What follows belongs to an exercise in optimizing a design on an open flow for small area and a short achievable clock period; a production flow would make more cautious choices. Function not checked in this run: the RTL went through the layout flow alone.

### design/flow/design.v
module full_adder(output sum,
                  output carry_out,
                  input x,
                  input y,
                  input carry_in);
assign sum = x ^ y ^ carry_in;
assign carry_out = (x & y) | (x & carry_in) | (y & carry_in);
endmodule
module g_and2(output y, input a, input b);
assign y = a & b;
endmodule
module g_aoi21(output y, input a, input b, input c);
assign y = ~((a & b) | c);
endmodule
module g_inv(output y, input a);
assign y = ~a;
endmodule
module g_nand2(output y, input a, input b);
assign y = ~(a & b);
endmodule
module g_nor2(output y, input a, input b);
assign y = ~(a | b);
endmodule
module g_oai21(output y, input a, input b, input c);
assign y = ~((a | b) & c);
endmodule
module g_or2(output y, input a, input b);
assign y = a | b;
endmodule
module g_xnor2(output y, input a, input b);
assign y = ~(a ^ b);
endmodule
module g_xor2(output y, input a, input b);
assign y = a ^ b;
endmodule
module half_adder_n(output sum_n,
                    output carry_n,
                    input a_n,
                    input b_n);
xnor_n xs(sum_n, a_n, b_n);
or_n oc(carry_n, a_n, b_n);
endmodule
module xnor_n(output y, input a, input b);
assign y = ~(a ^ b);
endmodule
module or_n(output y, input a, input b);
assign y = a | b;
endmodule
module fir_3tap (input clk,
                 input [7:0] Xin,
                 input [7:0] H0,
                 input [7:0] H1,
                 input [7:0] H2,
                 output reg [15:0] Yout);
reg [15:0] Q1n, Q2n;
wire t2_p0_0 = ~(Xin[0] & H2[0]);
wire t2_p0_1 = ~(Xin[0] & H2[1]);
wire t2_p0_2 = ~(Xin[0] & H2[2]);
wire t2_p0_3 = ~(Xin[0] & H2[3]);
wire t2_p0_4 = ~(Xin[0] & H2[4]);
wire t2_p0_5 = ~(Xin[0] & H2[5]);
wire t2_p0_6 = ~(Xin[0] & H2[6]);
wire t2_p0_7 = ~(Xin[0] & H2[7]);
wire t2_p1_0 = ~(Xin[1] & H2[0]);
wire t2_p1_1 = ~(Xin[1] & H2[1]);
wire t2_p1_2 = ~(Xin[1] & H2[2]);
wire t2_p1_3 = ~(Xin[1] & H2[3]);
wire t2_p1_4 = ~(Xin[1] & H2[4]);
wire t2_p1_5 = ~(Xin[1] & H2[5]);
wire t2_p1_6 = ~(Xin[1] & H2[6]);
wire t2_p1_7 = ~(Xin[1] & H2[7]);
wire t2_p2_0 = ~(Xin[2] & H2[0]);
wire t2_p2_1 = ~(Xin[2] & H2[1]);
wire t2_p2_2 = ~(Xin[2] & H2[2]);
wire t2_p2_3 = ~(Xin[2] & H2[3]);
wire t2_p2_4 = ~(Xin[2] & H2[4]);
wire t2_p2_5 = ~(Xin[2] & H2[5]);
wire t2_p2_6 = ~(Xin[2] & H2[6]);
wire t2_p2_7 = ~(Xin[2] & H2[7]);
wire t2_p3_0 = ~(Xin[3] & H2[0]);
wire t2_p3_1 = ~(Xin[3] & H2[1]);
wire t2_p3_2 = ~(Xin[3] & H2[2]);
wire t2_p3_3 = ~(Xin[3] & H2[3]);
wire t2_p3_4 = ~(Xin[3] & H2[4]);
wire t2_p3_5 = ~(Xin[3] & H2[5]);
wire t2_p3_6 = ~(Xin[3] & H2[6]);
wire t2_p3_7 = ~(Xin[3] & H2[7]);
wire t2_p4_0 = ~(Xin[4] & H2[0]);
wire t2_p4_1 = ~(Xin[4] & H2[1]);
wire t2_p4_2 = ~(Xin[4] & H2[2]);
wire t2_p4_3 = ~(Xin[4] & H2[3]);
wire t2_p4_4 = ~(Xin[4] & H2[4]);
wire t2_p4_5 = ~(Xin[4] & H2[5]);
wire t2_p4_6 = ~(Xin[4] & H2[6]);
wire t2_p4_7 = ~(Xin[4] & H2[7]);
wire t2_p5_0 = ~(Xin[5] & H2[0]);
wire t2_p5_1 = ~(Xin[5] & H2[1]);
wire t2_p5_2 = ~(Xin[5] & H2[2]);
wire t2_p5_3 = ~(Xin[5] & H2[3]);
wire t2_p5_4 = ~(Xin[5] & H2[4]);
wire t2_p5_5 = ~(Xin[5] & H2[5]);
wire t2_p5_6 = ~(Xin[5] & H2[6]);
wire t2_p5_7 = ~(Xin[5] & H2[7]);
wire t2_p6_0 = ~(Xin[6] & H2[0]);
wire t2_p6_1 = ~(Xin[6] & H2[1]);
wire t2_p6_2 = ~(Xin[6] & H2[2]);
wire t2_p6_3 = ~(Xin[6] & H2[3]);
wire t2_p6_4 = ~(Xin[6] & H2[4]);
wire t2_p6_5 = ~(Xin[6] & H2[5]);
wire t2_p6_6 = ~(Xin[6] & H2[6]);
wire t2_p6_7 = ~(Xin[6] & H2[7]);
wire t2_p7_0 = ~(Xin[7] & H2[0]);
wire t2_p7_1 = ~(Xin[7] & H2[1]);
wire t2_p7_2 = ~(Xin[7] & H2[2]);
wire t2_p7_3 = ~(Xin[7] & H2[3]);
wire t2_p7_4 = ~(Xin[7] & H2[4]);
wire t2_p7_5 = ~(Xin[7] & H2[5]);
wire t2_p7_6 = ~(Xin[7] & H2[6]);
wire t2_p7_7 = ~(Xin[7] & H2[7]);
wire t2_s0, t2_c0;
half_adder_n t2_ha1 (t2_s0, t2_c0, t2_p0_6, t2_p1_5);
wire t2_s1, t2_c1;
full_adder t2_fa2 (t2_s1, t2_c1, t2_p0_7, t2_p1_6, t2_p2_5);
wire t2_s2, t2_c2;
half_adder_n t2_ha3 (t2_s2, t2_c2, t2_p3_4, t2_p4_3);
wire t2_s3, t2_c3;
full_adder t2_fa4 (t2_s3, t2_c3, t2_p1_7, t2_p2_6, t2_p3_5);
wire t2_s4, t2_c4;
half_adder_n t2_ha5 (t2_s4, t2_c4, t2_p4_4, t2_p5_3);
wire t2_s5, t2_c5;
full_adder t2_fa6 (t2_s5, t2_c5, t2_p2_7, t2_p3_6, t2_p4_5);
wire t2_s6, t2_c6;
half_adder_n t2_ha7 (t2_s6, t2_c6, t2_p0_4, t2_p1_3);
wire t2_s7, t2_c7;
full_adder t2_fa8 (t2_s7, t2_c7, t2_p0_5, t2_p1_4, t2_p2_3);
wire t2_s8, t2_c8;
half_adder_n t2_ha9 (t2_s8, t2_c8, t2_p3_2, t2_p4_1);
wire t2_s9, t2_c9;
full_adder t2_fa10 (t2_s9, t2_c9, t2_p2_4, t2_p3_3, t2_p4_2);
wire t2_s10, t2_c10;
full_adder t2_fa11 (t2_s10, t2_c10, t2_p5_1, t2_p6_0, t2_s0);
wire t2_s11, t2_c11;
full_adder t2_fa12 (t2_s11, t2_c11, t2_p5_2, t2_p6_1, t2_p7_0);
wire t2_s12, t2_c12;
full_adder t2_fa13 (t2_s12, t2_c12, t2_c0, t2_s2, t2_s1);
wire t2_s13, t2_c13;
full_adder t2_fa14 (t2_s13, t2_c13, t2_p6_2, t2_p7_1, t2_c2);
wire t2_s14, t2_c14;
full_adder t2_fa15 (t2_s14, t2_c14, t2_s4, t2_c1, t2_s3);
wire t2_s15, t2_c15;
full_adder t2_fa16 (t2_s15, t2_c15, t2_p5_4, t2_p6_3, t2_p7_2);
wire t2_s16, t2_c16;
full_adder t2_fa17 (t2_s16, t2_c16, t2_c4, t2_c3, t2_s5);
wire t2_s17, t2_c17;
full_adder t2_fa18 (t2_s17, t2_c17, t2_p3_7, t2_p4_6, t2_p5_5);
wire t2_s18, t2_c18;
full_adder t2_fa19 (t2_s18, t2_c18, t2_p6_4, t2_p7_3, t2_c5);
wire t2_s19, t2_c19;
full_adder t2_fa20 (t2_s19, t2_c19, t2_p4_7, t2_p5_6, t2_p6_5);
wire t2_s20, t2_c20;
half_adder_n t2_ha21 (t2_s20, t2_c20, t2_p0_3, t2_p1_2);
wire t2_s21, t2_c21;
full_adder t2_fa22 (t2_s21, t2_c21, t2_p2_2, t2_p3_1, t2_p4_0);
wire t2_s22, t2_c22;
full_adder t2_fa23 (t2_s22, t2_c22, t2_p5_0, t2_c6, t2_s8);
wire t2_s23, t2_c23;
full_adder t2_fa24 (t2_s23, t2_c23, t2_c8, t2_c7, t2_s9);
wire t2_s24, t2_c24;
full_adder t2_fa25 (t2_s24, t2_c24, t2_c9, t2_s11, t2_c10);
wire t2_s25, t2_c25;
full_adder t2_fa26 (t2_s25, t2_c25, t2_c11, t2_s13, t2_c12);
wire t2_s26, t2_c26;
full_adder t2_fa27 (t2_s26, t2_c26, t2_s15, t2_c13, t2_c14);
wire t2_s27, t2_c27;
full_adder t2_fa28 (t2_s27, t2_c27, t2_c15, t2_s17, t2_c16);
wire t2_s28, t2_c28;
full_adder t2_fa29 (t2_s28, t2_c28, t2_p7_4, t2_c17, t2_s19);
wire t2_s29, t2_c29;
full_adder t2_fa30 (t2_s29, t2_c29, t2_p5_7, t2_p6_6, t2_p7_5);
wire t2_s30, t2_c30;
half_adder_n t2_ha31 (t2_s30, t2_c30, t2_p0_2, t2_p1_1);
wire t2_s31, t2_c31;
full_adder t2_fa32 (t2_s31, t2_c31, t2_p2_1, t2_p3_0, t2_s20);
wire t2_s32, t2_c32;
full_adder t2_fa33 (t2_s32, t2_c32, t2_c20, t2_s6, t2_s21);
wire t2_s33, t2_c33;
full_adder t2_fa34 (t2_s33, t2_c33, t2_c21, t2_s7, t2_s22);
wire t2_s34, t2_c34;
full_adder t2_fa35 (t2_s34, t2_c34, t2_c22, t2_s10, t2_s23);
wire t2_s35, t2_c35;
full_adder t2_fa36 (t2_s35, t2_c35, t2_c23, t2_s12, t2_s24);
wire t2_s36, t2_c36;
full_adder t2_fa37 (t2_s36, t2_c36, t2_s14, t2_c24, t2_s25);
wire t2_s37, t2_c37;
full_adder t2_fa38 (t2_s37, t2_c37, t2_s16, t2_c25, t2_s26);
wire t2_s38, t2_c38;
full_adder t2_fa39 (t2_s38, t2_c38, t2_s18, t2_c26, t2_s27);
wire t2_s39, t2_c39;
full_adder t2_fa40 (t2_s39, t2_c39, t2_c18, t2_s28, t2_c27);
wire t2_s40, t2_c40;
full_adder t2_fa41 (t2_s40, t2_c40, t2_c19, t2_s29, t2_c28);
wire t2_s41, t2_c41;
full_adder t2_fa42 (t2_s41, t2_c41, t2_p6_7, t2_p7_6, t2_c29);
wire n1;
g_xnor2 u1 (n1, t2_p0_1, t2_p1_0);
wire n2;
g_or2 u2 (n2, t2_p0_1, t2_p1_0);
wire t2_rs2, t2_rc2;
full_adder t2_rfa2 (t2_rs2, t2_rc2, t2_s30, t2_p2_0, n2);
wire t2_rs3, t2_rc3;
full_adder t2_rfa3 (t2_rs3, t2_rc3, t2_c30, t2_s31, t2_rc2);
wire n3;
g_xor2 u3 (n3, t2_c31, t2_s32);
wire n4;
g_xor2 u4 (n4, n3, t2_rc3);
wire n5;
g_and2 u5 (n5, t2_c31, t2_s32);
wire n6;
g_or2 u6 (n6, t2_c31, t2_s32);
wire n7;
g_aoi21 u7 (n7, n6, t2_rc3, n5);
wire n8;
g_xor2 u8 (n8, t2_c32, t2_s33);
wire n9;
g_xnor2 u9 (n9, n8, n7);
wire n10;
g_nand2 u10 (n10, t2_c32, t2_s33);
wire n11;
g_nor2 u11 (n11, t2_c32, t2_s33);
wire n12;
g_oai21 u12 (n12, n11, n7, n10);
wire n13;
g_xor2 u13 (n13, t2_c33, t2_s34);
wire n14;
g_xor2 u14 (n14, n13, n12);
wire n15;
g_and2 u15 (n15, t2_c33, t2_s34);
wire n16;
g_or2 u16 (n16, t2_c33, t2_s34);
wire n17;
g_and2 u17 (n17, t2_c32, t2_s33);
wire n18;
g_or2 u18 (n18, t2_c32, t2_s33);
wire n19;
g_aoi21 u19 (n19, n16, n17, n15);
wire n20;
g_nand2 u20 (n20, n16, n18);
wire n21;
g_oai21 u21 (n21, n20, n7, n19);
wire n22;
g_xor2 u22 (n22, t2_c34, t2_s35);
wire n23;
g_xor2 u23 (n23, n22, n21);
wire n24;
g_nand2 u24 (n24, t2_c34, t2_s35);
wire n25;
g_nor2 u25 (n25, t2_c34, t2_s35);
wire n26;
g_nand2 u26 (n26, t2_c33, t2_s34);
wire n27;
g_nor2 u27 (n27, t2_c33, t2_s34);
wire n28;
g_oai21 u28 (n28, n25, n26, n24);
wire n29;
g_nor2 u29 (n29, n25, n27);
wire n30;
g_aoi21 u30 (n30, n29, n17, n28);
wire n31;
g_nand2 u31 (n31, n29, n18);
wire n32;
g_oai21 u32 (n32, n31, n7, n30);
wire n33;
g_xor2 u33 (n33, t2_c35, t2_s36);
wire n34;
g_xor2 u34 (n34, n33, n32);
wire n35;
g_and2 u35 (n35, t2_c35, t2_s36);
wire n36;
g_or2 u36 (n36, t2_c35, t2_s36);
wire n37;
g_aoi21 u37 (n37, n36, n32, n35);
wire n38;
g_xor2 u38 (n38, t2_c36, t2_s37);
wire n39;
g_xnor2 u39 (n39, n38, n37);
wire n40;
g_nand2 u40 (n40, t2_c36, t2_s37);
wire n41;
g_nor2 u41 (n41, t2_c36, t2_s37);
wire n42;
g_nand2 u42 (n42, t2_c35, t2_s36);
wire n43;
g_nor2 u43 (n43, t2_c35, t2_s36);
wire n44;
g_oai21 u44 (n44, n41, n42, n40);
wire n45;
g_nor2 u45 (n45, n41, n43);
wire n46;
g_aoi21 u46 (n46, n45, n32, n44);
wire n47;
g_xor2 u47 (n47, t2_c37, t2_s38);
wire n48;
g_xnor2 u48 (n48, n47, n46);
wire n49;
g_nand2 u49 (n49, t2_c37, t2_s38);
wire n50;
g_nor2 u50 (n50, t2_c37, t2_s38);
wire n51;
g_oai21 u51 (n51, n50, n46, n49);
wire n52;
g_xor2 u52 (n52, t2_c38, t2_s39);
wire n53;
g_xor2 u53 (n53, n52, n51);
wire n54;
g_and2 u54 (n54, t2_c38, t2_s39);
wire n55;
g_or2 u55 (n55, t2_c38, t2_s39);
wire n56;
g_and2 u56 (n56, t2_c37, t2_s38);
wire n57;
g_or2 u57 (n57, t2_c37, t2_s38);
wire n58;
g_aoi21 u58 (n58, n55, n56, n54);
wire n59;
g_nand2 u59 (n59, n55, n57);
wire n60;
g_oai21 u60 (n60, n59, n46, n58);
wire n61;
g_xor2 u61 (n61, t2_c39, t2_s40);
wire n62;
g_xor2 u62 (n62, n61, n60);
wire n63;
g_nand2 u63 (n63, t2_c39, t2_s40);
wire n64;
g_nor2 u64 (n64, t2_c39, t2_s40);
wire n65;
g_nand2 u65 (n65, t2_c38, t2_s39);
wire n66;
g_nor2 u66 (n66, t2_c38, t2_s39);
wire n67;
g_oai21 u67 (n67, n64, n65, n63);
wire n68;
g_nor2 u68 (n68, n64, n66);
wire n69;
g_aoi21 u69 (n69, n68, n56, n67);
wire n70;
g_nand2 u70 (n70, n68, n57);
wire n71;
g_oai21 u71 (n71, n70, n46, n69);
wire n72;
g_xor2 u72 (n72, t2_c40, t2_s41);
wire n73;
g_xor2 u73 (n73, n72, n71);
wire n74;
g_nand2 u74 (n74, t2_c40, t2_s41);
wire n75;
g_nor2 u75 (n75, t2_c40, t2_s41);
wire n76;
g_oai21 u76 (n76, n75, n63, n74);
wire n77;
g_nor2 u77 (n77, n75, n64);
wire n78;
g_oai21 u78 (n78, n66, n49, n65);
wire n79;
g_nor2 u79 (n79, n66, n50);
wire n80;
g_aoi21 u80 (n80, n77, n78, n76);
wire n81;
g_nand2 u81 (n81, n77, n79);
wire n82;
g_oai21 u82 (n82, n81, n46, n80);
wire n83;
g_xor2 u83 (n83, t2_c41, t2_p7_7);
wire n84;
g_xor2 u84 (n84, n83, n82);
wire n85;
g_and2 u85 (n85, t2_c41, t2_p7_7);
wire n86;
g_or2 u86 (n86, t2_c41, t2_p7_7);
wire n87;
g_and2 u87 (n87, t2_c40, t2_s41);
wire n88;
g_or2 u88 (n88, t2_c40, t2_s41);
wire n89;
g_aoi21 u89 (n89, n86, n87, n85);
wire n90;
g_nand2 u90 (n90, n86, n88);
wire n91;
g_oai21 u91 (n91, n90, n63, n89);
wire n92;
g_nor2 u92 (n92, n90, n64);
wire n93;
g_aoi21 u93 (n93, n92, n78, n91);
wire n94;
g_nand2 u94 (n94, n92, n79);
wire n95;
g_oai21 u95 (n95, n94, n46, n93);
wire [15:0] t2_sn = {n95, n84, n73, n62, n53, n48, n39, n34, n23, n14, n9, n4, t2_rs3, t2_rs2, n1, t2_p0_0};
wire t1_p0_0 = ~(Xin[0] & H1[0]);
wire t1_p0_1 = ~(Xin[0] & H1[1]);
wire t1_p0_2 = ~(Xin[0] & H1[2]);
wire t1_p0_3 = ~(Xin[0] & H1[3]);
wire t1_p0_4 = ~(Xin[0] & H1[4]);
wire t1_p0_5 = ~(Xin[0] & H1[5]);
wire t1_p0_6 = ~(Xin[0] & H1[6]);
wire t1_p0_7 = ~(Xin[0] & H1[7]);
wire t1_p1_0 = ~(Xin[1] & H1[0]);
wire t1_p1_1 = ~(Xin[1] & H1[1]);
wire t1_p1_2 = ~(Xin[1] & H1[2]);
wire t1_p1_3 = ~(Xin[1] & H1[3]);
wire t1_p1_4 = ~(Xin[1] & H1[4]);
wire t1_p1_5 = ~(Xin[1] & H1[5]);
wire t1_p1_6 = ~(Xin[1] & H1[6]);
wire t1_p1_7 = ~(Xin[1] & H1[7]);
wire t1_p2_0 = ~(Xin[2] & H1[0]);
wire t1_p2_1 = ~(Xin[2] & H1[1]);
wire t1_p2_2 = ~(Xin[2] & H1[2]);
wire t1_p2_3 = ~(Xin[2] & H1[3]);
wire t1_p2_4 = ~(Xin[2] & H1[4]);
wire t1_p2_5 = ~(Xin[2] & H1[5]);
wire t1_p2_6 = ~(Xin[2] & H1[6]);
wire t1_p2_7 = ~(Xin[2] & H1[7]);
wire t1_p3_0 = ~(Xin[3] & H1[0]);
wire t1_p3_1 = ~(Xin[3] & H1[1]);
wire t1_p3_2 = ~(Xin[3] & H1[2]);
wire t1_p3_3 = ~(Xin[3] & H1[3]);
wire t1_p3_4 = ~(Xin[3] & H1[4]);
wire t1_p3_5 = ~(Xin[3] & H1[5]);
wire t1_p3_6 = ~(Xin[3] & H1[6]);
wire t1_p3_7 = ~(Xin[3] & H1[7]);
wire t1_p4_0 = ~(Xin[4] & H1[0]);
wire t1_p4_1 = ~(Xin[4] & H1[1]);
wire t1_p4_2 = ~(Xin[4] & H1[2]);
wire t1_p4_3 = ~(Xin[4] & H1[3]);
wire t1_p4_4 = ~(Xin[4] & H1[4]);
wire t1_p4_5 = ~(Xin[4] & H1[5]);
wire t1_p4_6 = ~(Xin[4] & H1[6]);
wire t1_p4_7 = ~(Xin[4] & H1[7]);
wire t1_p5_0 = ~(Xin[5] & H1[0]);
wire t1_p5_1 = ~(Xin[5] & H1[1]);
wire t1_p5_2 = ~(Xin[5] & H1[2]);
wire t1_p5_3 = ~(Xin[5] & H1[3]);
wire t1_p5_4 = ~(Xin[5] & H1[4]);
wire t1_p5_5 = ~(Xin[5] & H1[5]);
wire t1_p5_6 = ~(Xin[5] & H1[6]);
wire t1_p5_7 = ~(Xin[5] & H1[7]);
wire t1_p6_0 = ~(Xin[6] & H1[0]);
wire t1_p6_1 = ~(Xin[6] & H1[1]);
wire t1_p6_2 = ~(Xin[6] & H1[2]);
wire t1_p6_3 = ~(Xin[6] & H1[3]);
wire t1_p6_4 = ~(Xin[6] & H1[4]);
wire t1_p6_5 = ~(Xin[6] & H1[5]);
wire t1_p6_6 = ~(Xin[6] & H1[6]);
wire t1_p6_7 = ~(Xin[6] & H1[7]);
wire t1_p7_0 = ~(Xin[7] & H1[0]);
wire t1_p7_1 = ~(Xin[7] & H1[1]);
wire t1_p7_2 = ~(Xin[7] & H1[2]);
wire t1_p7_3 = ~(Xin[7] & H1[3]);
wire t1_p7_4 = ~(Xin[7] & H1[4]);
wire t1_p7_5 = ~(Xin[7] & H1[5]);
wire t1_p7_6 = ~(Xin[7] & H1[6]);
wire t1_p7_7 = ~(Xin[7] & H1[7]);
wire t1_s0, t1_c0;
half_adder_n t1_ha1 (t1_s0, t1_c0, Q1n[5], t1_p0_5);
wire t1_s1, t1_c1;
full_adder t1_fa2 (t1_s1, t1_c1, Q1n[6], t1_p0_6, t1_p1_5);
wire t1_s2, t1_c2;
half_adder_n t1_ha3 (t1_s2, t1_c2, t1_p2_4, t1_p3_3);
wire t1_s3, t1_c3;
full_adder t1_fa4 (t1_s3, t1_c3, Q1n[7], t1_p0_7, t1_p1_6);
wire t1_s4, t1_c4;
full_adder t1_fa5 (t1_s4, t1_c4, t1_p2_5, t1_p3_4, t1_p4_3);
wire t1_s5, t1_c5;
half_adder_n t1_ha6 (t1_s5, t1_c5, t1_p5_2, t1_p6_1);
wire t1_s6, t1_c6;
full_adder t1_fa7 (t1_s6, t1_c6, Q1n[8], t1_p1_7, t1_p2_6);
wire t1_s7, t1_c7;
full_adder t1_fa8 (t1_s7, t1_c7, t1_p3_5, t1_p4_4, t1_p5_3);
wire t1_s8, t1_c8;
half_adder_n t1_ha9 (t1_s8, t1_c8, t1_p6_2, t1_p7_1);
wire t1_s9, t1_c9;
full_adder t1_fa10 (t1_s9, t1_c9, Q1n[9], t1_p2_7, t1_p3_6);
wire t1_s10, t1_c10;
full_adder t1_fa11 (t1_s10, t1_c10, t1_p4_5, t1_p5_4, t1_p6_3);
wire t1_s11, t1_c11;
full_adder t1_fa12 (t1_s11, t1_c11, Q1n[10], t1_p3_7, t1_p4_6);
wire t1_s12, t1_c12;
half_adder_n t1_ha13 (t1_s12, t1_c12, Q1n[3], t1_p0_3);
wire t1_s13, t1_c13;
full_adder t1_fa14 (t1_s13, t1_c13, Q1n[4], t1_p0_4, t1_p1_3);
wire t1_s14, t1_c14;
half_adder_n t1_ha15 (t1_s14, t1_c14, t1_p2_2, t1_p3_1);
wire t1_s15, t1_c15;
full_adder t1_fa16 (t1_s15, t1_c15, t1_p1_4, t1_p2_3, t1_p3_2);
wire t1_s16, t1_c16;
full_adder t1_fa17 (t1_s16, t1_c16, t1_p4_1, t1_p5_0, t1_s0);
wire t1_s17, t1_c17;
full_adder t1_fa18 (t1_s17, t1_c17, t1_p4_2, t1_p5_1, t1_p6_0);
wire t1_s18, t1_c18;
full_adder t1_fa19 (t1_s18, t1_c18, t1_c0, t1_s2, t1_s1);
wire t1_s19, t1_c19;
full_adder t1_fa20 (t1_s19, t1_c19, t1_p7_0, t1_c2, t1_s5);
wire t1_s20, t1_c20;
full_adder t1_fa21 (t1_s20, t1_c20, t1_c1, t1_s3, t1_s4);
wire t1_s21, t1_c21;
full_adder t1_fa22 (t1_s21, t1_c21, t1_c5, t1_s8, t1_c3);
wire t1_s22, t1_c22;
full_adder t1_fa23 (t1_s22, t1_c22, t1_c4, t1_s6, t1_s7);
wire t1_s23, t1_c23;
full_adder t1_fa24 (t1_s23, t1_c23, t1_p7_2, t1_c8, t1_c6);
wire t1_s24, t1_c24;
full_adder t1_fa25 (t1_s24, t1_c24, t1_c7, t1_s10, t1_s9);
wire t1_s25, t1_c25;
full_adder t1_fa26 (t1_s25, t1_c25, t1_p5_5, t1_p6_4, t1_p7_3);
wire t1_s26, t1_c26;
full_adder t1_fa27 (t1_s26, t1_c26, t1_c10, t1_c9, t1_s11);
wire t1_s27, t1_c27;
full_adder t1_fa28 (t1_s27, t1_c27, Q1n[11], t1_p4_7, t1_p5_6);
wire t1_s28, t1_c28;
full_adder t1_fa29 (t1_s28, t1_c28, t1_p6_5, t1_p7_4, t1_c11);
wire t1_s29, t1_c29;
full_adder t1_fa30 (t1_s29, t1_c29, Q1n[12], t1_p5_7, t1_p6_6);
wire t1_s30, t1_c30;
half_adder_n t1_ha31 (t1_s30, t1_c30, Q1n[2], t1_p0_2);
wire t1_s31, t1_c31;
full_adder t1_fa32 (t1_s31, t1_c31, t1_p1_2, t1_p2_1, t1_p3_0);
wire t1_s32, t1_c32;
full_adder t1_fa33 (t1_s32, t1_c32, t1_p4_0, t1_c12, t1_s14);
wire t1_s33, t1_c33;
full_adder t1_fa34 (t1_s33, t1_c33, t1_c14, t1_c13, t1_s15);
wire t1_s34, t1_c34;
full_adder t1_fa35 (t1_s34, t1_c34, t1_c15, t1_s17, t1_c16);
wire t1_s35, t1_c35;
full_adder t1_fa36 (t1_s35, t1_c35, t1_c17, t1_s19, t1_c18);
wire t1_s36, t1_c36;
full_adder t1_fa37 (t1_s36, t1_c36, t1_c19, t1_c20, t1_s21);
wire t1_s37, t1_c37;
full_adder t1_fa38 (t1_s37, t1_c37, t1_c21, t1_c22, t1_s23);
wire t1_s38, t1_c38;
full_adder t1_fa39 (t1_s38, t1_c38, t1_s25, t1_c23, t1_c24);
wire t1_s39, t1_c39;
full_adder t1_fa40 (t1_s39, t1_c39, t1_c25, t1_s27, t1_c26);
wire t1_s40, t1_c40;
full_adder t1_fa41 (t1_s40, t1_c40, t1_p7_5, t1_c27, t1_s29);
wire t1_s41, t1_c41;
full_adder t1_fa42 (t1_s41, t1_c41, Q1n[13], t1_p6_7, t1_p7_6);
wire t1_s42, t1_c42;
half_adder_n t1_ha43 (t1_s42, t1_c42, Q1n[1], t1_p0_1);
wire t1_s43, t1_c43;
full_adder t1_fa44 (t1_s43, t1_c43, t1_p1_1, t1_p2_0, t1_s30);
wire t1_s44, t1_c44;
full_adder t1_fa45 (t1_s44, t1_c44, t1_c30, t1_s12, t1_s31);
wire t1_s45, t1_c45;
full_adder t1_fa46 (t1_s45, t1_c45, t1_c31, t1_s13, t1_s32);
wire t1_s46, t1_c46;
full_adder t1_fa47 (t1_s46, t1_c46, t1_c32, t1_s16, t1_s33);
wire t1_s47, t1_c47;
full_adder t1_fa48 (t1_s47, t1_c47, t1_c33, t1_s18, t1_s34);
wire t1_s48, t1_c48;
full_adder t1_fa49 (t1_s48, t1_c48, t1_s20, t1_c34, t1_s35);
wire t1_s49, t1_c49;
full_adder t1_fa50 (t1_s49, t1_c49, t1_s22, t1_c35, t1_s36);
wire t1_s50, t1_c50;
full_adder t1_fa51 (t1_s50, t1_c50, t1_s24, t1_c36, t1_s37);
wire t1_s51, t1_c51;
full_adder t1_fa52 (t1_s51, t1_c51, t1_s26, t1_c37, t1_s38);
wire t1_s52, t1_c52;
full_adder t1_fa53 (t1_s52, t1_c52, t1_s28, t1_c38, t1_s39);
wire t1_s53, t1_c53;
full_adder t1_fa54 (t1_s53, t1_c53, t1_c28, t1_s40, t1_c39);
wire t1_s54, t1_c54;
full_adder t1_fa55 (t1_s54, t1_c54, t1_c29, t1_s41, t1_c40);
wire t1_s55, t1_c55;
full_adder t1_fa56 (t1_s55, t1_c55, Q1n[14], t1_p7_7, t1_c41);
wire n96;
g_xnor2 u96 (n96, Q1n[0], t1_p0_0);
wire n97;
g_or2 u97 (n97, Q1n[0], t1_p0_0);
wire t1_rs1, t1_rc1;
full_adder t1_rfa1 (t1_rs1, t1_rc1, t1_s42, t1_p1_0, n97);
wire t1_rs2, t1_rc2;
full_adder t1_rfa2 (t1_rs2, t1_rc2, t1_c42, t1_s43, t1_rc1);
wire t1_rs3, t1_rc3;
full_adder t1_rfa3 (t1_rs3, t1_rc3, t1_c43, t1_s44, t1_rc2);
wire n98;
g_xor2 u98 (n98, t1_c44, t1_s45);
wire n99;
g_xor2 u99 (n99, n98, t1_rc3);
wire n100;
g_and2 u100 (n100, t1_c44, t1_s45);
wire n101;
g_or2 u101 (n101, t1_c44, t1_s45);
wire n102;
g_aoi21 u102 (n102, n101, t1_rc3, n100);
wire n103;
g_xor2 u103 (n103, t1_c45, t1_s46);
wire n104;
g_xnor2 u104 (n104, n103, n102);
wire n105;
g_nand2 u105 (n105, t1_c45, t1_s46);
wire n106;
g_nor2 u106 (n106, t1_c45, t1_s46);
wire n107;
g_nand2 u107 (n107, t1_c44, t1_s45);
wire n108;
g_nor2 u108 (n108, t1_c44, t1_s45);
wire n109;
g_oai21 u109 (n109, n106, n107, n105);
wire n110;
g_nor2 u110 (n110, n106, n108);
wire n111;
g_aoi21 u111 (n111, n110, t1_rc3, n109);
wire n112;
g_xor2 u112 (n112, t1_c46, t1_s47);
wire n113;
g_xnor2 u113 (n113, n112, n111);
wire n114;
g_nand2 u114 (n114, t1_c46, t1_s47);
wire n115;
g_nor2 u115 (n115, t1_c46, t1_s47);
wire n116;
g_oai21 u116 (n116, n115, n111, n114);
wire n117;
g_xor2 u117 (n117, t1_c47, t1_s48);
wire n118;
g_xor2 u118 (n118, n117, n116);
wire n119;
g_and2 u119 (n119, t1_c47, t1_s48);
wire n120;
g_or2 u120 (n120, t1_c47, t1_s48);
wire n121;
g_aoi21 u121 (n121, n120, n116, n119);
wire n122;
g_xor2 u122 (n122, t1_c48, t1_s49);
wire n123;
g_xnor2 u123 (n123, n122, n121);
wire n124;
g_nand2 u124 (n124, t1_c48, t1_s49);
wire n125;
g_nor2 u125 (n125, t1_c48, t1_s49);
wire n126;
g_nand2 u126 (n126, t1_c47, t1_s48);
wire n127;
g_nor2 u127 (n127, t1_c47, t1_s48);
wire n128;
g_oai21 u128 (n128, n125, n126, n124);
wire n129;
g_nor2 u129 (n129, n125, n127);
wire n130;
g_aoi21 u130 (n130, n129, n116, n128);
wire n131;
g_xor2 u131 (n131, t1_c49, t1_s50);
wire n132;
g_xnor2 u132 (n132, n131, n130);
wire n133;
g_nand2 u133 (n133, t1_c49, t1_s50);
wire n134;
g_nor2 u134 (n134, t1_c49, t1_s50);
wire n135;
g_oai21 u135 (n135, n134, n130, n133);
wire n136;
g_xor2 u136 (n136, t1_c50, t1_s51);
wire n137;
g_xor2 u137 (n137, n136, n135);
wire n138;
g_and2 u138 (n138, t1_c50, t1_s51);
wire n139;
g_or2 u139 (n139, t1_c50, t1_s51);
wire n140;
g_and2 u140 (n140, t1_c49, t1_s50);
wire n141;
g_or2 u141 (n141, t1_c49, t1_s50);
wire n142;
g_aoi21 u142 (n142, n139, n140, n138);
wire n143;
g_nand2 u143 (n143, n139, n141);
wire n144;
g_oai21 u144 (n144, n143, n130, n142);
wire n145;
g_xor2 u145 (n145, t1_c51, t1_s52);
wire n146;
g_xor2 u146 (n146, n145, n144);
wire n147;
g_nand2 u147 (n147, t1_c51, t1_s52);
wire n148;
g_nor2 u148 (n148, t1_c51, t1_s52);
wire n149;
g_nand2 u149 (n149, t1_c50, t1_s51);
wire n150;
g_nor2 u150 (n150, t1_c50, t1_s51);
wire n151;
g_oai21 u151 (n151, n148, n149, n147);
wire n152;
g_nor2 u152 (n152, n148, n150);
wire n153;
g_aoi21 u153 (n153, n152, n140, n151);
wire n154;
g_nand2 u154 (n154, n152, n141);
wire n155;
g_oai21 u155 (n155, n154, n130, n153);
wire n156;
g_xor2 u156 (n156, t1_c52, t1_s53);
wire n157;
g_xor2 u157 (n157, n156, n155);
wire n158;
g_nand2 u158 (n158, t1_c52, t1_s53);
wire n159;
g_nor2 u159 (n159, t1_c52, t1_s53);
wire n160;
g_oai21 u160 (n160, n159, n147, n158);
wire n161;
g_nor2 u161 (n161, n159, n148);
wire n162;
g_oai21 u162 (n162, n150, n133, n149);
wire n163;
g_nor2 u163 (n163, n150, n134);
wire n164;
g_aoi21 u164 (n164, n161, n162, n160);
wire n165;
g_nand2 u165 (n165, n161, n163);
wire n166;
g_oai21 u166 (n166, n165, n130, n164);
wire n167;
g_xor2 u167 (n167, t1_c53, t1_s54);
wire n168;
g_xor2 u168 (n168, n167, n166);
wire n169;
g_and2 u169 (n169, t1_c53, t1_s54);
wire n170;
g_or2 u170 (n170, t1_c53, t1_s54);
wire n171;
g_aoi21 u171 (n171, n170, n166, n169);
wire n172;
g_xor2 u172 (n172, t1_c54, t1_s55);
wire n173;
g_xnor2 u173 (n173, n172, n171);
wire n174;
g_nand2 u174 (n174, t1_c54, t1_s55);
wire n175;
g_nor2 u175 (n175, t1_c54, t1_s55);
wire n176;
g_nand2 u176 (n176, t1_c53, t1_s54);
wire n177;
g_nor2 u177 (n177, t1_c53, t1_s54);
wire n178;
g_oai21 u178 (n178, n175, n176, n174);
wire n179;
g_nor2 u179 (n179, n175, n177);
wire n180;
g_aoi21 u180 (n180, n179, n166, n178);
wire n181;
g_xor2 u181 (n181, t1_c55, Q1n[15]);
wire n182;
g_xnor2 u182 (n182, n181, n180);
wire [15:0] t1_sn = {n182, n173, n168, n157, n146, n137, n132, n123, n118, n113, n104, n99, t1_rs3, t1_rs2, t1_rs1, n96};
wire t0_p0_0 = ~(Xin[0] & H0[0]);
wire t0_p0_1 = ~(Xin[0] & H0[1]);
wire t0_p0_2 = ~(Xin[0] & H0[2]);
wire t0_p0_3 = ~(Xin[0] & H0[3]);
wire t0_p0_4 = ~(Xin[0] & H0[4]);
wire t0_p0_5 = ~(Xin[0] & H0[5]);
wire t0_p0_6 = ~(Xin[0] & H0[6]);
wire t0_p0_7 = ~(Xin[0] & H0[7]);
wire t0_p1_0 = ~(Xin[1] & H0[0]);
wire t0_p1_1 = ~(Xin[1] & H0[1]);
wire t0_p1_2 = ~(Xin[1] & H0[2]);
wire t0_p1_3 = ~(Xin[1] & H0[3]);
wire t0_p1_4 = ~(Xin[1] & H0[4]);
wire t0_p1_5 = ~(Xin[1] & H0[5]);
wire t0_p1_6 = ~(Xin[1] & H0[6]);
wire t0_p1_7 = ~(Xin[1] & H0[7]);
wire t0_p2_0 = ~(Xin[2] & H0[0]);
wire t0_p2_1 = ~(Xin[2] & H0[1]);
wire t0_p2_2 = ~(Xin[2] & H0[2]);
wire t0_p2_3 = ~(Xin[2] & H0[3]);
wire t0_p2_4 = ~(Xin[2] & H0[4]);
wire t0_p2_5 = ~(Xin[2] & H0[5]);
wire t0_p2_6 = ~(Xin[2] & H0[6]);
wire t0_p2_7 = ~(Xin[2] & H0[7]);
wire t0_p3_0 = ~(Xin[3] & H0[0]);
wire t0_p3_1 = ~(Xin[3] & H0[1]);
wire t0_p3_2 = ~(Xin[3] & H0[2]);
wire t0_p3_3 = ~(Xin[3] & H0[3]);
wire t0_p3_4 = ~(Xin[3] & H0[4]);
wire t0_p3_5 = ~(Xin[3] & H0[5]);
wire t0_p3_6 = ~(Xin[3] & H0[6]);
wire t0_p3_7 = ~(Xin[3] & H0[7]);
wire t0_p4_0 = ~(Xin[4] & H0[0]);
wire t0_p4_1 = ~(Xin[4] & H0[1]);
wire t0_p4_2 = ~(Xin[4] & H0[2]);
wire t0_p4_3 = ~(Xin[4] & H0[3]);
wire t0_p4_4 = ~(Xin[4] & H0[4]);
wire t0_p4_5 = ~(Xin[4] & H0[5]);
wire t0_p4_6 = ~(Xin[4] & H0[6]);
wire t0_p4_7 = ~(Xin[4] & H0[7]);
wire t0_p5_0 = ~(Xin[5] & H0[0]);
wire t0_p5_1 = ~(Xin[5] & H0[1]);
wire t0_p5_2 = ~(Xin[5] & H0[2]);
wire t0_p5_3 = ~(Xin[5] & H0[3]);
wire t0_p5_4 = ~(Xin[5] & H0[4]);
wire t0_p5_5 = ~(Xin[5] & H0[5]);
wire t0_p5_6 = ~(Xin[5] & H0[6]);
wire t0_p5_7 = ~(Xin[5] & H0[7]);
wire t0_p6_0 = ~(Xin[6] & H0[0]);
wire t0_p6_1 = ~(Xin[6] & H0[1]);
wire t0_p6_2 = ~(Xin[6] & H0[2]);
wire t0_p6_3 = ~(Xin[6] & H0[3]);
wire t0_p6_4 = ~(Xin[6] & H0[4]);
wire t0_p6_5 = ~(Xin[6] & H0[5]);
wire t0_p6_6 = ~(Xin[6] & H0[6]);
wire t0_p6_7 = ~(Xin[6] & H0[7]);
wire t0_p7_0 = ~(Xin[7] & H0[0]);
wire t0_p7_1 = ~(Xin[7] & H0[1]);
wire t0_p7_2 = ~(Xin[7] & H0[2]);
wire t0_p7_3 = ~(Xin[7] & H0[3]);
wire t0_p7_4 = ~(Xin[7] & H0[4]);
wire t0_p7_5 = ~(Xin[7] & H0[5]);
wire t0_p7_6 = ~(Xin[7] & H0[6]);
wire t0_p7_7 = ~(Xin[7] & H0[7]);
wire t0_s0, t0_c0;
half_adder_n t0_ha1 (t0_s0, t0_c0, Q2n[5], t0_p0_5);
wire t0_s1, t0_c1;
full_adder t0_fa2 (t0_s1, t0_c1, Q2n[6], t0_p0_6, t0_p1_5);
wire t0_s2, t0_c2;
half_adder_n t0_ha3 (t0_s2, t0_c2, t0_p2_4, t0_p3_3);
wire t0_s3, t0_c3;
full_adder t0_fa4 (t0_s3, t0_c3, Q2n[7], t0_p0_7, t0_p1_6);
wire t0_s4, t0_c4;
full_adder t0_fa5 (t0_s4, t0_c4, t0_p2_5, t0_p3_4, t0_p4_3);
wire t0_s5, t0_c5;
half_adder_n t0_ha6 (t0_s5, t0_c5, t0_p5_2, t0_p6_1);
wire t0_s6, t0_c6;
full_adder t0_fa7 (t0_s6, t0_c6, Q2n[8], t0_p1_7, t0_p2_6);
wire t0_s7, t0_c7;
full_adder t0_fa8 (t0_s7, t0_c7, t0_p3_5, t0_p4_4, t0_p5_3);
wire t0_s8, t0_c8;
half_adder_n t0_ha9 (t0_s8, t0_c8, t0_p6_2, t0_p7_1);
wire t0_s9, t0_c9;
full_adder t0_fa10 (t0_s9, t0_c9, Q2n[9], t0_p2_7, t0_p3_6);
wire t0_s10, t0_c10;
full_adder t0_fa11 (t0_s10, t0_c10, t0_p4_5, t0_p5_4, t0_p6_3);
wire t0_s11, t0_c11;
full_adder t0_fa12 (t0_s11, t0_c11, Q2n[10], t0_p3_7, t0_p4_6);
wire t0_s12, t0_c12;
half_adder_n t0_ha13 (t0_s12, t0_c12, Q2n[3], t0_p0_3);
wire t0_s13, t0_c13;
full_adder t0_fa14 (t0_s13, t0_c13, Q2n[4], t0_p0_4, t0_p1_3);
wire t0_s14, t0_c14;
half_adder_n t0_ha15 (t0_s14, t0_c14, t0_p2_2, t0_p3_1);
wire t0_s15, t0_c15;
full_adder t0_fa16 (t0_s15, t0_c15, t0_p1_4, t0_p2_3, t0_p3_2);
wire t0_s16, t0_c16;
full_adder t0_fa17 (t0_s16, t0_c16, t0_p4_1, t0_p5_0, t0_s0);
wire t0_s17, t0_c17;
full_adder t0_fa18 (t0_s17, t0_c17, t0_p4_2, t0_p5_1, t0_p6_0);
wire t0_s18, t0_c18;
full_adder t0_fa19 (t0_s18, t0_c18, t0_c0, t0_s2, t0_s1);
wire t0_s19, t0_c19;
full_adder t0_fa20 (t0_s19, t0_c19, t0_p7_0, t0_c2, t0_s5);
wire t0_s20, t0_c20;
full_adder t0_fa21 (t0_s20, t0_c20, t0_c1, t0_s3, t0_s4);
wire t0_s21, t0_c21;
full_adder t0_fa22 (t0_s21, t0_c21, t0_c5, t0_s8, t0_c3);
wire t0_s22, t0_c22;
full_adder t0_fa23 (t0_s22, t0_c22, t0_c4, t0_s6, t0_s7);
wire t0_s23, t0_c23;
full_adder t0_fa24 (t0_s23, t0_c23, t0_p7_2, t0_c8, t0_c6);
wire t0_s24, t0_c24;
full_adder t0_fa25 (t0_s24, t0_c24, t0_c7, t0_s10, t0_s9);
wire t0_s25, t0_c25;
full_adder t0_fa26 (t0_s25, t0_c25, t0_p5_5, t0_p6_4, t0_p7_3);
wire t0_s26, t0_c26;
full_adder t0_fa27 (t0_s26, t0_c26, t0_c10, t0_c9, t0_s11);
wire t0_s27, t0_c27;
full_adder t0_fa28 (t0_s27, t0_c27, Q2n[11], t0_p4_7, t0_p5_6);
wire t0_s28, t0_c28;
full_adder t0_fa29 (t0_s28, t0_c28, t0_p6_5, t0_p7_4, t0_c11);
wire t0_s29, t0_c29;
full_adder t0_fa30 (t0_s29, t0_c29, Q2n[12], t0_p5_7, t0_p6_6);
wire t0_s30, t0_c30;
half_adder_n t0_ha31 (t0_s30, t0_c30, Q2n[2], t0_p0_2);
wire t0_s31, t0_c31;
full_adder t0_fa32 (t0_s31, t0_c31, t0_p1_2, t0_p2_1, t0_p3_0);
wire t0_s32, t0_c32;
full_adder t0_fa33 (t0_s32, t0_c32, t0_p4_0, t0_c12, t0_s14);
wire t0_s33, t0_c33;
full_adder t0_fa34 (t0_s33, t0_c33, t0_c14, t0_c13, t0_s15);
wire t0_s34, t0_c34;
full_adder t0_fa35 (t0_s34, t0_c34, t0_c15, t0_s17, t0_c16);
wire t0_s35, t0_c35;
full_adder t0_fa36 (t0_s35, t0_c35, t0_c17, t0_s19, t0_c18);
wire t0_s36, t0_c36;
full_adder t0_fa37 (t0_s36, t0_c36, t0_c19, t0_c20, t0_s21);
wire t0_s37, t0_c37;
full_adder t0_fa38 (t0_s37, t0_c37, t0_c21, t0_c22, t0_s23);
wire t0_s38, t0_c38;
full_adder t0_fa39 (t0_s38, t0_c38, t0_s25, t0_c23, t0_c24);
wire t0_s39, t0_c39;
full_adder t0_fa40 (t0_s39, t0_c39, t0_c25, t0_s27, t0_c26);
wire t0_s40, t0_c40;
full_adder t0_fa41 (t0_s40, t0_c40, t0_p7_5, t0_c27, t0_s29);
wire t0_s41, t0_c41;
full_adder t0_fa42 (t0_s41, t0_c41, Q2n[13], t0_p6_7, t0_p7_6);
wire t0_s42, t0_c42;
half_adder_n t0_ha43 (t0_s42, t0_c42, Q2n[1], t0_p0_1);
wire t0_s43, t0_c43;
full_adder t0_fa44 (t0_s43, t0_c43, t0_p1_1, t0_p2_0, t0_s30);
wire t0_s44, t0_c44;
full_adder t0_fa45 (t0_s44, t0_c44, t0_c30, t0_s12, t0_s31);
wire t0_s45, t0_c45;
full_adder t0_fa46 (t0_s45, t0_c45, t0_c31, t0_s13, t0_s32);
wire t0_s46, t0_c46;
full_adder t0_fa47 (t0_s46, t0_c46, t0_c32, t0_s16, t0_s33);
wire t0_s47, t0_c47;
full_adder t0_fa48 (t0_s47, t0_c47, t0_c33, t0_s18, t0_s34);
wire t0_s48, t0_c48;
full_adder t0_fa49 (t0_s48, t0_c48, t0_s20, t0_c34, t0_s35);
wire t0_s49, t0_c49;
full_adder t0_fa50 (t0_s49, t0_c49, t0_s22, t0_c35, t0_s36);
wire t0_s50, t0_c50;
full_adder t0_fa51 (t0_s50, t0_c50, t0_s24, t0_c36, t0_s37);
wire t0_s51, t0_c51;
full_adder t0_fa52 (t0_s51, t0_c51, t0_s26, t0_c37, t0_s38);
wire t0_s52, t0_c52;
full_adder t0_fa53 (t0_s52, t0_c52, t0_s28, t0_c38, t0_s39);
wire t0_s53, t0_c53;
full_adder t0_fa54 (t0_s53, t0_c53, t0_c28, t0_s40, t0_c39);
wire t0_s54, t0_c54;
full_adder t0_fa55 (t0_s54, t0_c54, t0_c29, t0_s41, t0_c40);
wire t0_s55, t0_c55;
full_adder t0_fa56 (t0_s55, t0_c55, Q2n[14], t0_p7_7, t0_c41);
wire n183;
g_xnor2 u183 (n183, Q2n[0], t0_p0_0);
wire n184;
g_or2 u184 (n184, Q2n[0], t0_p0_0);
wire t0_rs1, t0_rc1;
full_adder t0_rfa1 (t0_rs1, t0_rc1, t0_s42, t0_p1_0, n184);
wire t0_rs2, t0_rc2;
full_adder t0_rfa2 (t0_rs2, t0_rc2, t0_c42, t0_s43, t0_rc1);
wire t0_rs3, t0_rc3;
full_adder t0_rfa3 (t0_rs3, t0_rc3, t0_c43, t0_s44, t0_rc2);
wire n185;
g_inv u185 (n185, n183);
wire n186;
g_inv u186 (n186, t0_rs1);
wire n187;
g_inv u187 (n187, t0_rs2);
wire n188;
g_inv u188 (n188, t0_rs3);
wire n189;
g_xor2 u189 (n189, t0_c44, t0_s45);
wire n190;
g_xnor2 u190 (n190, n189, t0_rc3);
wire n191;
g_and2 u191 (n191, t0_c44, t0_s45);
wire n192;
g_or2 u192 (n192, t0_c44, t0_s45);
wire n193;
g_aoi21 u193 (n193, n192, t0_rc3, n191);
wire n194;
g_xor2 u194 (n194, t0_c45, t0_s46);
wire n195;
g_xor2 u195 (n195, n194, n193);
wire n196;
g_nand2 u196 (n196, t0_c45, t0_s46);
wire n197;
g_nor2 u197 (n197, t0_c45, t0_s46);
wire n198;
g_nand2 u198 (n198, t0_c44, t0_s45);
wire n199;
g_nor2 u199 (n199, t0_c44, t0_s45);
wire n200;
g_oai21 u200 (n200, n197, n198, n196);
wire n201;
g_nor2 u201 (n201, n197, n199);
wire n202;
g_aoi21 u202 (n202, n201, t0_rc3, n200);
wire n203;
g_xor2 u203 (n203, t0_c46, t0_s47);
wire n204;
g_xor2 u204 (n204, n203, n202);
wire n205;
g_nand2 u205 (n205, t0_c46, t0_s47);
wire n206;
g_nor2 u206 (n206, t0_c46, t0_s47);
wire n207;
g_oai21 u207 (n207, n206, n202, n205);
wire n208;
g_xor2 u208 (n208, t0_c47, t0_s48);
wire n209;
g_xnor2 u209 (n209, n208, n207);
wire n210;
g_and2 u210 (n210, t0_c47, t0_s48);
wire n211;
g_or2 u211 (n211, t0_c47, t0_s48);
wire n212;
g_aoi21 u212 (n212, n211, n207, n210);
wire n213;
g_xor2 u213 (n213, t0_c48, t0_s49);
wire n214;
g_xor2 u214 (n214, n213, n212);
wire n215;
g_nand2 u215 (n215, t0_c48, t0_s49);
wire n216;
g_nor2 u216 (n216, t0_c48, t0_s49);
wire n217;
g_nand2 u217 (n217, t0_c47, t0_s48);
wire n218;
g_nor2 u218 (n218, t0_c47, t0_s48);
wire n219;
g_oai21 u219 (n219, n216, n217, n215);
wire n220;
g_nor2 u220 (n220, n216, n218);
wire n221;
g_aoi21 u221 (n221, n220, n207, n219);
wire n222;
g_xor2 u222 (n222, t0_c49, t0_s50);
wire n223;
g_xor2 u223 (n223, n222, n221);
wire n224;
g_nand2 u224 (n224, t0_c49, t0_s50);
wire n225;
g_nor2 u225 (n225, t0_c49, t0_s50);
wire n226;
g_oai21 u226 (n226, n225, n221, n224);
wire n227;
g_xor2 u227 (n227, t0_c50, t0_s51);
wire n228;
g_xnor2 u228 (n228, n227, n226);
wire n229;
g_and2 u229 (n229, t0_c50, t0_s51);
wire n230;
g_or2 u230 (n230, t0_c50, t0_s51);
wire n231;
g_and2 u231 (n231, t0_c49, t0_s50);
wire n232;
g_or2 u232 (n232, t0_c49, t0_s50);
wire n233;
g_aoi21 u233 (n233, n230, n231, n229);
wire n234;
g_nand2 u234 (n234, n230, n232);
wire n235;
g_oai21 u235 (n235, n234, n221, n233);
wire n236;
g_xor2 u236 (n236, t0_c51, t0_s52);
wire n237;
g_xnor2 u237 (n237, n236, n235);
wire n238;
g_nand2 u238 (n238, t0_c51, t0_s52);
wire n239;
g_nor2 u239 (n239, t0_c51, t0_s52);
wire n240;
g_nand2 u240 (n240, t0_c50, t0_s51);
wire n241;
g_nor2 u241 (n241, t0_c50, t0_s51);
wire n242;
g_oai21 u242 (n242, n239, n240, n238);
wire n243;
g_nor2 u243 (n243, n239, n241);
wire n244;
g_aoi21 u244 (n244, n243, n231, n242);
wire n245;
g_nand2 u245 (n245, n243, n232);
wire n246;
g_oai21 u246 (n246, n245, n221, n244);
wire n247;
g_xor2 u247 (n247, t0_c52, t0_s53);
wire n248;
g_xnor2 u248 (n248, n247, n246);
wire n249;
g_nand2 u249 (n249, t0_c52, t0_s53);
wire n250;
g_nor2 u250 (n250, t0_c52, t0_s53);
wire n251;
g_oai21 u251 (n251, n250, n238, n249);
wire n252;
g_nor2 u252 (n252, n250, n239);
wire n253;
g_oai21 u253 (n253, n241, n224, n240);
wire n254;
g_nor2 u254 (n254, n241, n225);
wire n255;
g_aoi21 u255 (n255, n252, n253, n251);
wire n256;
g_nand2 u256 (n256, n252, n254);
wire n257;
g_oai21 u257 (n257, n256, n221, n255);
wire n258;
g_xor2 u258 (n258, t0_c53, t0_s54);
wire n259;
g_xnor2 u259 (n259, n258, n257);
wire n260;
g_and2 u260 (n260, t0_c53, t0_s54);
wire n261;
g_or2 u261 (n261, t0_c53, t0_s54);
wire n262;
g_aoi21 u262 (n262, n261, n257, n260);
wire n263;
g_xor2 u263 (n263, t0_c54, t0_s55);
wire n264;
g_xor2 u264 (n264, n263, n262);
wire n265;
g_nand2 u265 (n265, t0_c54, t0_s55);
wire n266;
g_nor2 u266 (n266, t0_c54, t0_s55);
wire n267;
g_nand2 u267 (n267, t0_c53, t0_s54);
wire n268;
g_nor2 u268 (n268, t0_c53, t0_s54);
wire n269;
g_oai21 u269 (n269, n266, n267, n265);
wire n270;
g_nor2 u270 (n270, n266, n268);
wire n271;
g_aoi21 u271 (n271, n270, n257, n269);
wire n272;
g_xor2 u272 (n272, t0_c55, Q2n[15]);
wire n273;
g_xor2 u273 (n273, n272, n271);
wire [15:0] t0_sn = {n273, n264, n259, n248, n237, n228, n223, n214, n209, n204, n195, n190, n188, n187, n186, n185};
always @(posedge clk) begin
  Q1n  <= t2_sn;
  Q2n  <= t1_sn;
  Yout <= t0_sn;
end
endmodule
### design/flow/flow/run.sh
#!/bin/bash
# The standard layout (standard.sh), with two changes to how it is made:
# - ports are buffered with buf_1 instead of the default delay buffer;
# - repair_timing aims for 6.6 ns of setup slack instead of 0.
set -euo pipefail
export SETUP_SLACK_MARGIN=6.6
export BUFFER_PORTS_ARGS="-buffer_cell sky130_fd_sc_hd__buf_1"
bash standard.sh > standard.log 2>&1
### design/flow/standard.sh
#!/bin/bash
# synth_recipe.tcl (not shown) runs the flow's synth.tcl, then flattens the netlist and writes it again
# the make line also repeats each setting of config.mk as NAME=value (left out here)
make -C /OpenROAD-flow-scripts/flow DESIGN_CONFIG=/design/flow/config.mk WORK_HOME=/design/flow/orfs CLKGATE_MAP_FILE= SYNTH_SCRIPT=/design/flow/synth_recipe.tcl "${@:-finish}"
### design/flow/config.mk
export PLATFORM = sky130hd
export DESIGN_NAME = fir_3tap
export DESIGN_NICKNAME = fir_3tap
export VERILOG_FILES = /design/flow/design.v
export SDC_FILE = /design/flow/constraint.sdc
export NUM_CORES = 4
export LEC_CHECK = 0
export CAP_MARGIN = 20
export CORE_MARGIN = 2
export CORE_UTILIZATION = 65
export CTS_BUF_LIST = sky130_fd_sc_hd__clkbuf_8
export SLEW_MARGIN = 20
export SYNTH_HIERARCHICAL = 1
export SYNTH_MINIMUM_KEEP_SIZE = 0
export TNS_END_PERCENT = 0
### design/flow/constraint.sdc
create_clock -name core_clock -period 12.5 [get_ports {clk}]
set_input_delay 2.5000 -clock core_clock [delete_from_list [all_inputs] [get_ports {clk}]]
set_output_delay 2.5000 -clock core_clock [all_outputs]
set_load 0.01 [all_outputs]
==> results.sh <==
export IMPL_status="finished clean"
export IMPL_vias=4902
export IMPL_register_area_sq_um=961
export IMPL_die_x_um=106
export IMPL_dr_first_iter_drc_count=272
export IMPL_syn_nets=910
export IMPL_postCtsHoldBufs=0
export IMPL_max_freq_ghz=0.175
export IMPL_grt_overflow_total=0
export IMPL_worstSetupPathType="in2reg"
export IMPL_placed_cells=889
export IMPL_cts_tree="built"
export IMPL_ir_drop_v=0.000267
export IMPL_multi_input_area_sq_um=5510
export IMPL_clk_pin_slew_ns=0.09
export IMPL_p_per_area_nw_per_um2=291
export IMPL_ant_nets=0
export IMPL_synth_flop_cell="dfxtp_1"
export IMPL_cp_end_kind="register"
export IMPL_drive_above_1_share_pct=6.82
export IMPL_die_area_sq_um=11200
export IMPL_cap_violations=0
export IMPL_slowest_delay_ns=0.62
export IMPL_crit_top_cell="fa_1"
export IMPL_p_leak_nw=2.50
export IMPL_post_route_period_util_pct=45.7
export IMPL_syn_area_sq_um=6760
export IMPL_cp_slowest_cell="fa_1"
export IMPL_synthCells=738
export IMPL_dr_pass1_iters=4
export IMPL_root_buffer="clkbuf_8"
export IMPL_grt_use_total_pct=26.1
export IMPL_relSlewSlack_pct=69.2
export IMPL_hold_class="reg2reg"
export IMPL_tightest_slew_ns=0.461
export IMPL_fin_util_pct=68.8
export IMPL_start_kind="input pin"
export IMPL_ys_seq_area_share_pct=14.2
export IMPL_arrival_ns=5.92
export IMPL_finalNetCount=933
export IMPL_synthTopCellsByCount="nand2_1, fa_1, xor2_1, nor2_1, dfxtp_1"
export IMPL_portBuffers=48
export IMPL_cp_cell_sequence="buf_1 -> buf_4 -> nand2_1 -> fa_1 -> fa_1 -> fa_1 -> fa_1 -> nor2_1 -> nor2_1 -> nand2_1 -> o21ai_2 -> a21oi_2 -> xor2_1"
export IMPL_cts_sinks=48
export IMPL_hold_viol=0
export IMPL_coreArea_sq_um=10200
export IMPL_maxSlewViolCount=0
export IMPL_fin_crit_ns=5.72
export IMPL_num_rows=37
export IMPL_worstPathRequired_ns=12.71
export IMPL_routed_wl_mm=13.3
export IMPL_synth_top_cell_area_share_pct=41.2
export IMPL_synth_top_area_cell="fa_1"
export IMPL_n_antenna_cell=0
export IMPL_io_pins=49
export IMPL_finalNonFillerCells=898
export IMPL_antenna_found_initial=0
export IMPL_place_congestion=0.808
export IMPL_cts_buffers=5
export IMPL_htree_num_levels=2
export IMPL_die_h_um=106
export IMPL_setup_viol=0
export IMPL_tns_ns=0
export IMPL_power_w=0.00205
export IMPL_clockBufferDepth=2
export IMPL_grt_pass1_wl_mm=23.4
export IMPL_synth_edff_count=0
export IMPL_critPathMaxFanout=24
export IMPL_finClkSkew_ns=0.0139
export IMPL_synth_seq_cells=48
export IMPL_dp_hpwl_mm=10.3
export IMPL_yosys_warnings=7
export IMPL_area_growth_pct=4.07
export IMPL_clock_latency_ns=0.32
export IMPL_drc=0
export IMPL_postSynthAreaPerCell_sq_um=9.16
export IMPL_synth_area_top_cells="fa_1, dfxtp_1, nand2_1"
export IMPL_nFillCells=854
export IMPL_synthArstFlopShare_pct=0
export IMPL_grt_max_degree=25
export IMPL_rsz0062_at_grt="true"
export IMPL_grt_pass1_vias=5235
export IMPL_detail_route_wl_per_cell_um=14.8
export IMPL_start_util_pct=66.1
export IMPL_synth_cell_types=14
export IMPL_synth_most_common_cell="nand2_1"
export IMPL_avgViaCountPerCell=5.46
==> Yosys stat by module (local to each module, per instance), excerpt <==
module / times used / cells
xnor_n: 23 / 1
g_or2: 21 / 1
full_adder: 139 / 1
g_xnor2: 18 / 1
g_inv: 4 / 1
g_nand2: 44 / 1
g_nor2: 49 / 1
g_and2: 18 / 1
fir_3tap: 1 / 280
g_xor2: 55 / 1
g_oai21: 36 / 1
or_n: 23 / 1
g_aoi21: 28 / 1
==> per-layer routing <==
metal | share of wire, % | vias up | global-route usage, %
met2 | 51 | 117 | 46.1
met3 | 4.0 | 13 | 3.43
li1 | - | 2293 | -
met5 | 0 | - | 0
met1 | 43 | 2479 | 33.9
met4 | 1.4 | 0 | 7.42
==> kinds of logic (layout without fill, tap and decap cells) <==
family / count (synthesis) / after routing / synth area share, %
simple gates: 347 / 347 / 21.6
fa+ha+maj: 139 / 139 / 41.2
xor+xnor: 96 / 96 / 12.4
compound gates: 64 / 64 / 6.29
flops: 48 / 48 / 14.2
buf+inv: 44 / 68 / 4.35
==> layout make-up <==
cell class                 instances  area share, %
tap                              136           2.42
clock buffer                       5          0.978
multi-input combinational        646           78.4
inverter                           4          0.213
sequential                        48           13.7
timing repair buffer              56           3.77
clock inverter                     3          0.605
==> placed cells by master (no fill, tap or decap) <==
cell type   count
a21oi_2        28
clkbuf_8        5
fa_1          139
bufinv_16       1
dfxtp_1        48
inv_1           4
nand2_1       236
xnor2_1        41
or2_1          44
buf_6           4
xor2_1         55
nor2_1         49
buf_4           5
o21ai_1        34
and2_1         18
buf_1          42
clkinvlp_4      1
clkbuf_2        5
o21ai_2         2
clkinv_2        1
==> what timing repair did <==
item	4_1_cts	5_1_grt
endpoints found under the setup margin	2	7
buffers inserted	0	1
gates resized for setup	1	11
pin swaps	0	1
cloned	0	0
==> report_power, final <==
group	switching [W]	internal (W)	total [W]
registers	0.0000292	0.000256	0.000286
clock network	0.0000582	0.0000593	0.000117
logic	0.000906	0.000741	0.00165
==> registers in the layout (all words and copies together), names as in the netlist <==
signal,flops
Q1n,16
Q2n,16
Yout,16
==> worst paths after layout <==
| kind | cells past startpoint | start | slack (ns) | end |
|---|---|---|---|---|
| worst max-delay path | 13 | Xin[5] | 6.78 | Yout[15] |
| worst min-delay path | 1 | Q1n[0] | 0.45 | Q2n[0] |
| worst max register to register | 10 | Q1n[7] | 9.17 | Q2n[14] |
| worst min register to register | 1 | Q1n[0] | 0.45 | Q2n[0] |
==> metrics by stage <==
step / hold WS, ns / setup WS [ns] / cell area (sq um)
after floorplan: 0.418 / 6.75 / 6760
after global placement: 0.428 / 5.78 / 6890
after detailed placement: 0.439 / 6.25 / 6890
after CTS: 0.455 / 6.67 / 7000
after global routing: 0.470 / 6.55 / 7040
final: 0.452 / 6.78 / 7040
==> critical path: cells and delay by family <==
family | cells | cell delay, ns
adders and majority gates | 4 | 2.05
and+or+nand+nor | 4 | 0.52
buffers and inverters | 2 | 0.38
AOI/OAI and AO/OA | 2 | 0.31
xor gates and xnor gates | 1 | 0.16

separate check: timing with driven ports:
Ports are ideal in the flow. The routed layout listed here was re-timed in OpenROAD. Step 1: set_driving_cell puts a clkbuf_16 on clk and a buf_2 on each other input, an assumption about the parent block. Step 2 times the ports against the registers' clock, not the clock port: input delays grow and output delays shrink by t, the midpoint of the rising clock arrivals with the driver on. Slacks: no drivers / after step 1 / after step 2; pairs: no drivers / after step 1.
t (ns): 0.346
setup WS [ns]: 6.783 / 6.799 / 6.453
worst setup path after step 2: input to register
worst slew at a driven data input, ns: 0.03
After both steps this run still meets setup and hold. For this run, drivers alone change the setup slack by +0.016 ns; drivers and shift together by -0.330 ns.
